Context: an optimization exercise on an open-source flow, tuned for small area. The choices shown serve that exercise and are no tape-out recipe.
The RTL was checked by simulation tests, not by an equivalence proof against the original design.
Power figures rest on the tool's default switching activity, not on a simulated workload.

Setup of run A:
==> flow/design.v (excerpt) <==
module CPU(result,pc_value,r0_value,rf_we,instr,rst, clk);
input clk;
input rst;
input [15:0] instr;
output [15:0] result;
output [15:0] pc_value;
output [15:0] r0_value;
output rf_we;
reg  [15:0] ir;        
reg         zf;        
reg  [15:0] pc;
reg  [15:0] r0;
reg  [15:0] rf [1:15];
reg  [15:1] valid;
reg  [15:0] dm [0:15];
always @(posedge rst or posedge clk)
  if (rst) begin
    ir[15:12] <= 4'b0;
    ir[7:4]   <= 4'b0;
  end else begin
    ir[15:12] <= instr[15:12];
    ir[7:4]   <= instr[7:4];
  end
always @(posedge clk) begin
  ir[11:8] <= instr[11:8];
  ir[3:0]  <= instr[3:0];
end
wire [3:0] op = ir[15:12];
wire [3:0] rd = ir[11:8];
wire [3:0] ex = ir[7:4];
wire [3:0] rs = ir[3:0];
wire [7:0] imm = ir[7:0];
wire op0 = (op == 4'b0000);
wire op4 = (op == 4'b0100);
wire op8 = (op == 4'b1000);
wire i_mov   = op0 & (ex == 4'b1101);
wire i_cmp   = op0 & (ex == 4'b1011);
wire i_rr    = op0 & ~i_mov & ~i_cmp;           
wire i_load  = op4 & (ex == 4'b0000);
wire i_stor  = op4 & (ex == 4'b0100);
wire i_jc    = op4 & (ex == 4'b1100);
wire i_jal   = op4 & (ex == 4'b1000);
wire i_lui   = (op == 4'b1111);
wire i_movi  = (op == 4'b1101);
wire i_lsh   = op8 & (ex == 4'b0100);
wire i_lshi  = op8 & (ex[3:1] == 3'b000);
wire i_shift = i_lsh | i_lshi;
wire i_bc    = (op == 4'b1100);
wire i_addi  = (op == 4'b0101);
wire i_subi  = (op == 4'b1001);
wire i_cmpi  = (op == 4'b1011);
wire i_andi  = (op == 4'b0001);
wire i_ori   = (op == 4'b0010);
wire i_xori  = (op == 4'b0011);
wire f_sub = (i_rr & (ex == 4'b1001)) | i_subi;
wire f_and = (i_rr & (ex == 4'b0001)) | i_andi;
wire f_or  = (i_rr & (ex == 4'b0010)) | i_ori;
wire f_xor = (i_rr & (ex == 4'b0011)) | i_cmp | i_cmpi | i_xori;
wire f_log = f_and | f_or | f_xor;
wire use_sext = i_addi | i_subi | i_cmpi;
wire use_zext = i_andi | i_ori | i_xori;
wire wr_alu = i_rr | i_addi | i_subi | i_andi | i_ori | i_xori;
wire wr_en  = wr_alu | i_mov | i_movi | i_load | i_lui | i_shift | i_jal;
wire cond = (rd[3:1] == 3'b000) & (rd[0] ^ zf);
wire take_br = i_bc & cond;
wire take_j  = (i_jc & cond) | i_jal;
wire [15:0] dec_rd, dec_rs;
genvar gi;
generate
  for (gi = 0; gi < 16; gi = gi + 1) begin : g_dec
    assign dec_rd[gi] = (rd == gi);
    assign dec_rs[gi] = (rs == gi);
  end
endgenerate
wire [15:0] vmask = {valid, 1'b1};
wire [15:0] sel_a = dec_rd & vmask;
  ...
Size: about 1500 cells after synthesis, roughly 560 flip-flops, ~67 I/O pins, roughly 24000 sq um of cells after synthesis.
clock: 9.0 ns
lec_check: 0
abc_area: 1
cap_margin: 5
core_margin: 2
core_utilization: 50
place_density: 0.65
slew_margin: 5
standard.sh (not shown) runs the stock make flow with config.mk's settings and CLKGATE_MAP_FILE= SYNTH_SCRIPT=/design/flow/synth_recipe.tcl, a recipe that flattens the netlist after the stock synthesis.
==> flow/flow/run.sh <==
#!/bin/bash
# Own layout flow: the standard ORFS flow (standard.sh), with one change to
# synthesis: the ABC technology-mapping script is replaced by an area-oriented
# one (flow/abc_area.script). Everything else in synthesis is synth_recipe.tcl
# unchanged (same passes, flattening and renaming, so the registers are the
# standard synthesis's). Floorplan to finish are standard.sh's, with the clock
# tree and port buffer options set below.
set -euo pipefail
W=$(pwd)
{
  cat <<EOT
proc abc {args} {
  set i [lsearch \$args -script]
  if {\$i >= 0} { lset args [expr {\$i + 1}] {$W/flow/abc_area.script} }
  yosys abc {*}\$args
}
EOT
  cat "$W/synth_recipe.tcl"
} > "$W/own_synth.tcl"
sed "s#SYNTH_SCRIPT=[^ ]*#SYNTH_SCRIPT=$W/own_synth.tcl#" "$W/standard.sh" > "$W/own_standard.sh"
grep -q "SYNTH_SCRIPT=$W/own_synth.tcl" "$W/own_standard.sh"
# Clock tree: no dummy loads, small clock buffers in larger sink clusters.
export CTS_ARGS="-sink_clustering_enable -repair_clock_nets -dont_use_dummy_load -buf_list {sky130_fd_sc_hd__clkbuf_4} -sink_clustering_size 10 -sink_clustering_max_diameter 40"
# Every input and output port still gets its own buffer; the smallest buffer does.
export BUFFER_PORTS_ARGS="-buffer_cell sky130_fd_sc_hd__buf_1"
# Let the resizer use every buffer size (no buffer pruning) when it repairs
# slew and capacitance during global placement and resizing. The setting is
# kept in the database, so turn pruning back on for the later steps (their
# timing repair does not run with it off).
export PRE_GLOBAL_PLACE_TCL="$W/flow/rsz_noprune.tcl"
export PRE_RESIZE_TCL="$W/flow/rsz_noprune.tcl"
for step in DETAIL_PLACE REPAIR_TIMING_POST_PLACE CTS GLOBAL_ROUTE DETAIL_ROUTE; do
  export PRE_${step}_TCL="$W/flow/rsz_prune.tcl"
done
bash "$W/own_standard.sh" > "$W/own_flow.log" 2>&1
==> flow/flow/abc_area.script <==
&get -n
&st
&dch -f
&nf -p -R 1000
&put
&get -n
&st
&dch -f
&nf -p -R 1000
&put
&get -n
&st
&dch -f
&nf -p -R 1000
&put
&get -n
&st
&dch -f
&nf -p -R 1000
&put
&get -n
&st
&dch -f
&nf -p -R 1000
&put
&get -n
&st
&dch -f
&nf -p -R 1000
&put
topo
==> flow/flow/rsz_noprune.tcl <==
set_opt_config -disable_buffer_pruning true
==> flow/flow/rsz_prune.tcl <==
set_opt_config -disable_buffer_pruning false
What run B does differently from run A at the input level:
- changing PLACE_DENSITY from 0.65 to 0.74
- changing CORE_UTILIZATION from 50 to 62
--- a/flow/flow/run.sh
+++ b/flow/flow/run.sh
@@ -24,12 +24,3 @@
 # Every input and output port still gets its own buffer; the smallest buffer does.
 export BUFFER_PORTS_ARGS="-buffer_cell sky130_fd_sc_hd__buf_1"
-# Let the resizer use every buffer size (no buffer pruning) when it repairs
-# slew and capacitance during global placement and resizing. The setting is
-# kept in the database, so turn pruning back on for the later steps (their
-# timing repair does not run with it off).
-export PRE_GLOBAL_PLACE_TCL="$W/flow/rsz_noprune.tcl"
-export PRE_RESIZE_TCL="$W/flow/rsz_noprune.tcl"
-for step in DETAIL_PLACE REPAIR_TIMING_POST_PLACE CTS GLOBAL_ROUTE DETAIL_ROUTE; do
-  export PRE_${step}_TCL="$W/flow/rsz_prune.tcl"
-done
 bash "$W/own_standard.sh" > "$W/own_flow.log" 2>&1
removed: flow/flow/rsz_noprune.tcl
removed: flow/flow/rsz_prune.tcl
### Flow results
- Run comparison: run A end point of the critical path result[7]; run B end point of the critical path result[14]
- A cell with the biggest individual delay on the critical path of a21oi_1 is what run A shows, while dfrtp_2 belongs to run B.
- Compared with run A, run B shows area of the placeable core lower by about 20%.
- Lower worst path setup slack after routing was reported by run A, not run B.
- What run A reported for number of CTS-inserted buffers has to be multiplied by 0.938 to get the figure for run B.
- Compared with run A, in run B number of signal-net buffers in the layout fell by 33; layout overhead on the synthesized area lost 0.50 points; global-route wire length before repair lower; routed length per instance decreased by about 0.7% relative to the old numbers.
- Post-cts repair resize count delta for run B relative to run A: 4 lower
- Run B vs. run A: combinational power went down by about 2%.
- Higher actual slew at the worst max-slew pin goes to run A over run B.
- The total power reported for run B is smaller than that of run A by 1.6%.
Inputs modified between run B and run C:
- PLACE_DENSITY: 0.74 -> 0.65
- CORE_UTILIZATION: 62 -> 50
--- a/flow/flow/run.sh
+++ b/flow/flow/run.sh
@@ -21,5 +21,5 @@
 grep -q "SYNTH_SCRIPT=$W/own_synth.tcl" "$W/own_standard.sh"
 # Clock tree: no dummy loads, small clock buffers in larger sink clusters.
-export CTS_ARGS="-sink_clustering_enable -repair_clock_nets -dont_use_dummy_load -buf_list {sky130_fd_sc_hd__clkbuf_4} -sink_clustering_size 10 -sink_clustering_max_diameter 40"
+export CTS_ARGS="-sink_clustering_enable -repair_clock_nets -dont_use_dummy_load -buf_list {sky130_fd_sc_hd__clkbuf_4 sky130_fd_sc_hd__clkbuf_8} -sink_clustering_size 18 -sink_clustering_max_diameter 50"
 # Every input and output port still gets its own buffer; the smallest buffer does.
 export BUFFER_PORTS_ARGS="-buffer_cell sky130_fd_sc_hd__buf_1"
==> flow/flow/abc_area.script <==
&get -n
&st
&dch -f
&nf -p -R 1000
&put
&get -n
&st
&dch -f
&nf -p -R 1000
&put
topo
### Flow results
Final standard cell utilization of the core: run B and run C compared, lower one is run C
Where post-synthesis cell area is concerned, run B is better than run C.
Cell-internal power (run C vs. run B) increases slightly
Synthesized-area fraction occupied by and/or/nand/nor cells | run C above run B
Per the comparison of run C with run B, clock network latency to the later pin of the worst-skew pair dropped 180 ps; power climbed about 2%; first-pass iteration count of the detailed router dropped 3.
Where worst setup timing slack at the placement stage is concerned, run B is outperformed by run C.
In the tables for run B and run C, switching power reads higher with run C.
Lower global routing usage on met1 was reported by run C, not run B.
Power in the clock group ended up about 5% higher on run C than on run B.
#### Input delta (run D over run C)
--- a/flow/flow/run.sh
+++ b/flow/flow/run.sh
@@ -21,5 +21,5 @@
 grep -q "SYNTH_SCRIPT=$W/own_synth.tcl" "$W/own_standard.sh"
 # Clock tree: no dummy loads, small clock buffers in larger sink clusters.
-export CTS_ARGS="-sink_clustering_enable -repair_clock_nets -dont_use_dummy_load -buf_list {sky130_fd_sc_hd__clkbuf_4 sky130_fd_sc_hd__clkbuf_8} -sink_clustering_size 18 -sink_clustering_max_diameter 50"
+export CTS_ARGS="-sink_clustering_enable -repair_clock_nets -dont_use_dummy_load -buf_list {sky130_fd_sc_hd__clkbuf_4} -sink_clustering_size 10 -sink_clustering_max_diameter 40"
 # Every input and output port still gets its own buffer; the smallest buffer does.
 export BUFFER_PORTS_ARGS="-buffer_cell sky130_fd_sc_hd__buf_1"
--- a/flow/flow/abc_area.script
+++ b/flow/flow/abc_area.script
@@ -1,2 +1,22 @@
+&get -n
+&st
+&dch -f
+&nf -p -R 1000
+&put
+&get -n
+&st
+&dch -f
+&nf -p -R 1000
+&put
+&get -n
+&st
+&dch -f
+&nf -p -R 1000
+&put
+&get -n
+&st
+&dch -f
+&nf -p -R 1000
+&put
 &get -n
 &st
- Run D: all stages complete, timing, DRC and antenna checks passed
- Portion of the clock cycle consumed by the worst path in the final layout: run D vs run C up 2.1 points
- Worst setup path endpoint = result[14]: run D; worst setup path endpoint = result[10]: run C
- Global-route total usage across every layer sits higher in run D than in run C.
- Of run D and run C, the run reporting the higher internal power was run C.

[static timing again, ports no longer ideal]
The results above use ideal ports. As a check the final layouts listed here were re-extracted and re-timed, cells and wires unchanged. Step 1: set_driving_cell puts a clkbuf_16 on clk and a buf_2 on each other input, an assumption about the parent block. Step 2 times the ports against the registers' clock, not the clock port: input delays grow and output delays shrink by t, the midpoint of the rising clock arrivals with the driver on. a / b / c = ideal ports / drivers / drivers and shift; a / b = the first two.
| run | t, ns | slack for setup (ns) | pins driven straight from the clock port |
|---|---|---|---|
| run A | 0.927 | 0.281 / 0.223 / 1.150 | 1 |
| run B | 0.844 | 0.285 / 0.228 / 1.072 | 1 |
| run C | 0.677 | 0.467 / 0.410 / 1.088 | 1 |
| run D | 0.890 | 0.278 / 0.225 / 1.115 | 1 |
After both steps setup and hold are still met in every run listed.
